This design comes from an exercise in tuning for small area on the open sky130 flow, not from production work.
Function was checked by simulation only, so behaviour that the tests miss may differ from the original.
Power is estimated from default activity; no workload was simulated.

==> flow/design.v (excerpt) <==
module rgb2YCbCr #(
parameter pix_per_clock = 4,
parameter data_width    = 8
)
(
input wire clk_in,
input wire reset,
input wire [(data_width*pix_per_clock*3)-1:0] rdata,
input wire rlast,
output reg rready,
input wire ruser,
input wire rvalid,
output reg [(data_width*pix_per_clock*3)-1:0] tdata,
output reg tlast,
input wire tready,
output reg tuser,
output reg tvalid
);
reg [95:0] pix_d1, pix_d2;
reg [7:0] g_d3 [0:3];
reg [8:0] u_d3 [0:3];
reg [8:0] v_d3 [0:3];
always @(posedge clk_in) begin
    pix_d1 <= rdata;
    pix_d2 <= pix_d1;
end
genvar i;
generate for (i = 0; i < 4; i = i + 1) begin : px
    wire [7:0] r = pix_d2[24*i+16 +: 8];
    wire [7:0] g = pix_d2[24*i+8  +: 8];
    wire [7:0] b = pix_d2[24*i    +: 8];
    wire [7:0] gn = ~g;
    wire [8:0] u, v;
    wire [7:0] y, cb, cr;
    rgb2ycc_diff_u du (.a(r), .g(g), .gn(gn), .d(u));
    rgb2ycc_diff_v dv (.a(b), .g(g), .gn(gn), .d(v));
    always @(posedge clk_in) begin
  ...
For scale: roughly 200 I/O pins, ~0.019 sq mm of cells after synthesis.
Settings: LEC_CHECK=0, CAP_MARGIN=20, CORE_MARGIN=2, CORE_UTILIZATION=60, GPL_TIMING_DRIVEN=0, SLEW_MARGIN=20, SYNTH_HIERARCHICAL=1, SYNTH_MINIMUM_KEEP_SIZE=0; clock period 5.0 ns.
standard.sh (not shown) runs the stock make flow with config.mk's settings and CLKGATE_MAP_FILE= SYNTH_SCRIPT=/design/flow/synth_recipe.tcl, a recipe that flattens the netlist after the stock synthesis.
==> flow/flow/run.sh <==
#!/bin/bash
# Standard layout (the standard.sh, unchanged synthesis and floorplan) with two
# knobs passed through the environment:
#  - ports are buffered with the smallest buffer (buf_1) instead of the default choice;
#  - clock tree synthesis uses clkbuf_8 on clusters of up to 20 sinks and adds no dummy loads.
set -euo pipefail
cd "$(dirname "$0")/.."
export BUFFER_PORTS_ARGS="-buffer_cell sky130_fd_sc_hd__buf_1"
export CTS_ARGS="-sink_clustering_enable -repair_clock_nets -dont_use_dummy_load -sink_clustering_size 20 -sink_clustering_max_diameter 60 -buf_list sky130_fd_sc_hd__clkbuf_8"
bash standard.sh > standard.log 2>&1
==> next run, changes <==
==> flow/flow/run.sh (replaced) <==
#!/bin/bash
# Standard layout (the standard.sh, unchanged synthesis and floorplan) with two
# knobs passed through the environment:
#  - ports are buffered with the smallest buffer (buf_1) instead of the default choice;
#  - clock tree synthesis clusters more sinks per buffer and adds no dummy loads.
set -euo pipefail
cd "$(dirname "$0")/.."
export BUFFER_PORTS_ARGS="-buffer_cell sky130_fd_sc_hd__buf_1"
export CTS_ARGS="-sink_clustering_enable -repair_clock_nets -dont_use_dummy_load -sink_clustering_size 20 -sink_clustering_max_diameter 60 -buf_list {sky130_fd_sc_hd__clkbuf_4 sky130_fd_sc_hd__clkbuf_8}"
bash standard.sh > standard.log 2>&1
- CORE_UTILIZATION: 60 -> 40
- GPL_TIMING_DRIVEN: 0 -> default
Effect: Sequential power is lower by about 2%. Non-clock buffer count is lower by 119. Clock power is higher by about 5%. Core utilization is lower by 25 points. Total power is lower by 21%. Hold slack gains 0.010 ns. Global-route usage is lower by 5.7 points. Setup slack gains 0.0098 ns.
==> next run, changes <==
==> flow/flow/run.sh (replaced) <==
#!/bin/bash
# Standard layout (the standard.sh, unchanged synthesis and floorplan) with two
# knobs passed through the environment:
#  - ports are buffered with the smallest buffer (buf_1) instead of the default choice;
#  - clock tree synthesis uses clkbuf_8 on clusters of up to 20 sinks and adds no dummy loads.
set -euo pipefail
cd "$(dirname "$0")/.."
export BUFFER_PORTS_ARGS="-buffer_cell sky130_fd_sc_hd__buf_1"
export CTS_ARGS="-sink_clustering_enable -repair_clock_nets -dont_use_dummy_load -sink_clustering_size 20 -sink_clustering_max_diameter 60 -buf_list sky130_fd_sc_hd__clkbuf_8"
bash standard.sh > standard.log 2>&1
- CORE_UTILIZATION: 40 -> 60
Worst setup slack is better by 0.0053 ns. Flip-flop and latch count is unchanged. Via count goes down by 3.3%. Synthesized cell count is unchanged. Worst hold slack is better by 0.035 ns. Routed wire length goes down by 5.8%.
==> next run, changes <==
- CORE_UTILIZATION: 60 -> 75
Total power goes up slightly. Utilization came out higher by 16 points. Cell area falls slightly. Final cell count decreases by a few percent. Critical path depth stays the same. Via count rises by a few percent. Non-clock buffer count falls by 1. Sequential cell count is unchanged. Combinational power is higher by a few percent.

---

Another version of the RTL of rgb2YCbCr (not shown whole).
Size: ~1,300 cells after synthesis.
export LEC_CHECK = 0
export CAP_MARGIN = 20
export CORE_MARGIN = 2
export CORE_UTILIZATION = 75
export SLEW_MARGIN = 20
export SYNTH_HIERARCHICAL = 1
export SYNTH_MINIMUM_KEEP_SIZE = 0
create_clock -name core_clock -period 5.0 [get_ports {clk_in}]
==> flow/flow/run.sh <==
#!/bin/bash
# Standard layout (the standard.sh, unchanged synthesis and floorplan) with two
# knobs passed through the environment:
#  - ports are buffered with the smallest buffer (buf_1) instead of the default choice;
#  - clock tree synthesis uses clkbuf_4 on clusters of up to 10 sinks and adds no dummy loads.
set -euo pipefail
cd "$(dirname "$0")/.."
export BUFFER_PORTS_ARGS="-buffer_cell sky130_fd_sc_hd__buf_1"
export GPL_KEEP_OVERFLOW=0.3
export CTS_ARGS="-sink_clustering_enable -repair_clock_nets -dont_use_dummy_load -sink_clustering_size 10 -sink_clustering_max_diameter 40 -buf_list sky130_fd_sc_hd__clkbuf_4"
bash standard.sh > standard.log 2>&1
The baseline went through all stages and came out clean.
Then changed:
--- a/flow/flow/run.sh
+++ b/flow/flow/run.sh
@@ -7,5 +7,4 @@
 cd "$(dirname "$0")/.."
 export BUFFER_PORTS_ARGS="-buffer_cell sky130_fd_sc_hd__buf_1"
-export GPL_KEEP_OVERFLOW=0.3
 export CTS_ARGS="-sink_clustering_enable -repair_clock_nets -dont_use_dummy_load -sink_clustering_size 10 -sink_clustering_max_diameter 40 -buf_list sky130_fd_sc_hd__clkbuf_4"
 bash standard.sh > standard.log 2>&1
- CORE_UTILIZATION: 75 -> 80
The new run produced a layout that fails on negative setup slack.
Global-route usage goes up by 3.0 points.
Power goes up by 2.4%.
Clock skew goes up by 0.022 ns.
Sequential cell count is unchanged.
Setup slack loses 0.15 ns.
Count of clock-buffer cells in the layout goes down by 3.
Then changed:
- CORE_UTILIZATION: 80 -> 70
Effect: With this change the flow passed the timing, design-rule and antenna checks. Fmax climbs by a few percent. Total power goes down by a few percent. First-iteration DRC count is lower by a quarter to a third. Worst hold slack is worse by 0.040 ns. Wire length shrinks by about a fifth.
Then changed:
==> flow/flow/run.sh (replaced) <==
#!/bin/bash
# Standard layout (the standard.sh, unchanged synthesis and floorplan) with two
# knobs passed through the environment:
#  - ports are buffered with the smallest buffer (buf_1) instead of the default choice;
#  - clock tree synthesis uses clkbuf_8 on clusters of up to 20 sinks and adds no dummy loads.
set -euo pipefail
cd "$(dirname "$0")/.."
export BUFFER_PORTS_ARGS="-buffer_cell sky130_fd_sc_hd__buf_1"
export CTS_ARGS="-sink_clustering_enable -repair_clock_nets -dont_use_dummy_load -sink_clustering_size 20 -sink_clustering_max_diameter 60 -buf_list sky130_fd_sc_hd__clkbuf_8"
bash standard.sh > standard.log 2>&1
- CORE_UTILIZATION: 70 -> 75
The changed run went through all stages and came out clean.
Clock power is about the same.
Die area went down by 6.5%.
Non-clock buffer count went up by 1.
Clock skew went down by 0.031 ns.
Utilization went up by 5.4 points.
Power went up by 0.67%.
Via count went up by 1.2%.
Synthesized cell count does not change.
Combinational power went up by about 1%.
Routed wire length went up by 5.1%.
Then changed:
==> flow/flow/run.sh (replaced) <==
#!/bin/bash
# Standard layout (the standard.sh, unchanged synthesis and floorplan) with two
# knobs passed through the environment:
#  - ports are buffered with the smallest buffer (buf_1) instead of the default choice;
#  - clock tree synthesis uses clkbuf_4 on clusters of up to 10 sinks and adds no dummy loads.
set -euo pipefail
cd "$(dirname "$0")/.."
export BUFFER_PORTS_ARGS="-buffer_cell sky130_fd_sc_hd__buf_1"
export CTS_ARGS="-sink_clustering_enable -repair_clock_nets -dont_use_dummy_load -sink_clustering_size 10 -sink_clustering_max_diameter 40 -buf_list sky130_fd_sc_hd__clkbuf_4"
bash standard.sh > standard.log 2>&1
- CAP_MARGIN: 20 -> 0
- SLEW_MARGIN: 20 -> 0
After rerunning:
- cell count rises by 1.4%
- synthesized cell count is unchanged
- fmax rises by 0.36%
- worst setup slack gains 0.017 ns
- hold slack stays flat
- utilization stays flat
- area after synthesis stays the same
- routed wire length falls by 1.4%
Then changed:
- CAP_MARGIN: 0 -> 20
- CORE_UTILIZATION: 75 -> 85
- SLEW_MARGIN: 0 -> 20
The new run finished with negative setup slack left.
Worst hold slack is better by 0.021 ns.
Via count increases by 21%.
Utilization went up by 12 points.
Register-to-register slack gets worse by 0.36 ns.
Setup slack gets worse by 0.36 ns.
Die area fell by 11%.
Synthesized cell count is unchanged.
Sequential cell count is unchanged.
Combinational power is higher by 22%.

-- re-timing with driven ports --
In the flow no input, the clock included, has a driving cell. The finished layouts below were timed again as built, in two steps.
Step 1: set_driving_cell puts a clkbuf_16 on clk_in and a buf_2 on each other input, an assumption about the parent block.
Step 2 times the ports against the registers' clock, not the clock port: input delays grow and output delays shrink by t, the midpoint of the rising clock arrivals with the driver on.
Slacks: no drivers / after step 1 / after step 2; pairs: no drivers / after step 1.
| run | t (ns) | setup slack, ns | hold slack, ns | slew at the worst register clock pin (ns) |
|---|---|---|---|---|
| the first run of note 1 | 0.624 | 0.145 / 0.145 / 0.145 | 0.263 / 0.263 / 0.263 | 0.11 / 0.11 |
| the second run of note 1 | 0.665 | 0.155 / 0.155 / 0.155 | 0.274 / 0.274 / 0.274 | 0.11 / 0.11 |
| the third run of note 1 | 0.645 | 0.160 / 0.160 / 0.160 | 0.309 / 0.309 / 0.309 | 0.11 / 0.11 |
| the fourth run of note 1 | 0.613 | 0.141 / 0.141 / 0.141 | 0.294 / 0.294 / 0.294 | 0.11 / 0.11 |
| the first run of note 2 | 0.674 | 0.139 / 0.139 / 0.139 | 0.284 / 0.284 / 0.284 | 0.10 / 0.10 |
| the second run of note 2 | 0.706 | -0.008 / -0.008 / -0.008 | 0.307 / 0.307 / 0.307 | 0.11 / 0.11 |
| the third run of note 2 | 0.686 | 0.142 / 0.142 / 0.142 | 0.268 / 0.268 / 0.268 | 0.10 / 0.10 |
| the fourth run of note 2 | 0.620 | 0.157 / 0.157 / 0.157 | 0.288 / 0.288 / 0.288 | 0.12 / 0.12 |
| the fifth run of note 2 | 0.716 | 0.174 / 0.174 / 0.174 | 0.290 / 0.290 / 0.290 | 0.11 / 0.11 |
| the sixth run of note 2 | 0.716 | -0.189 / -0.189 / -0.189 | 0.311 / 0.311 / 0.311 | 0.12 / 0.12 |
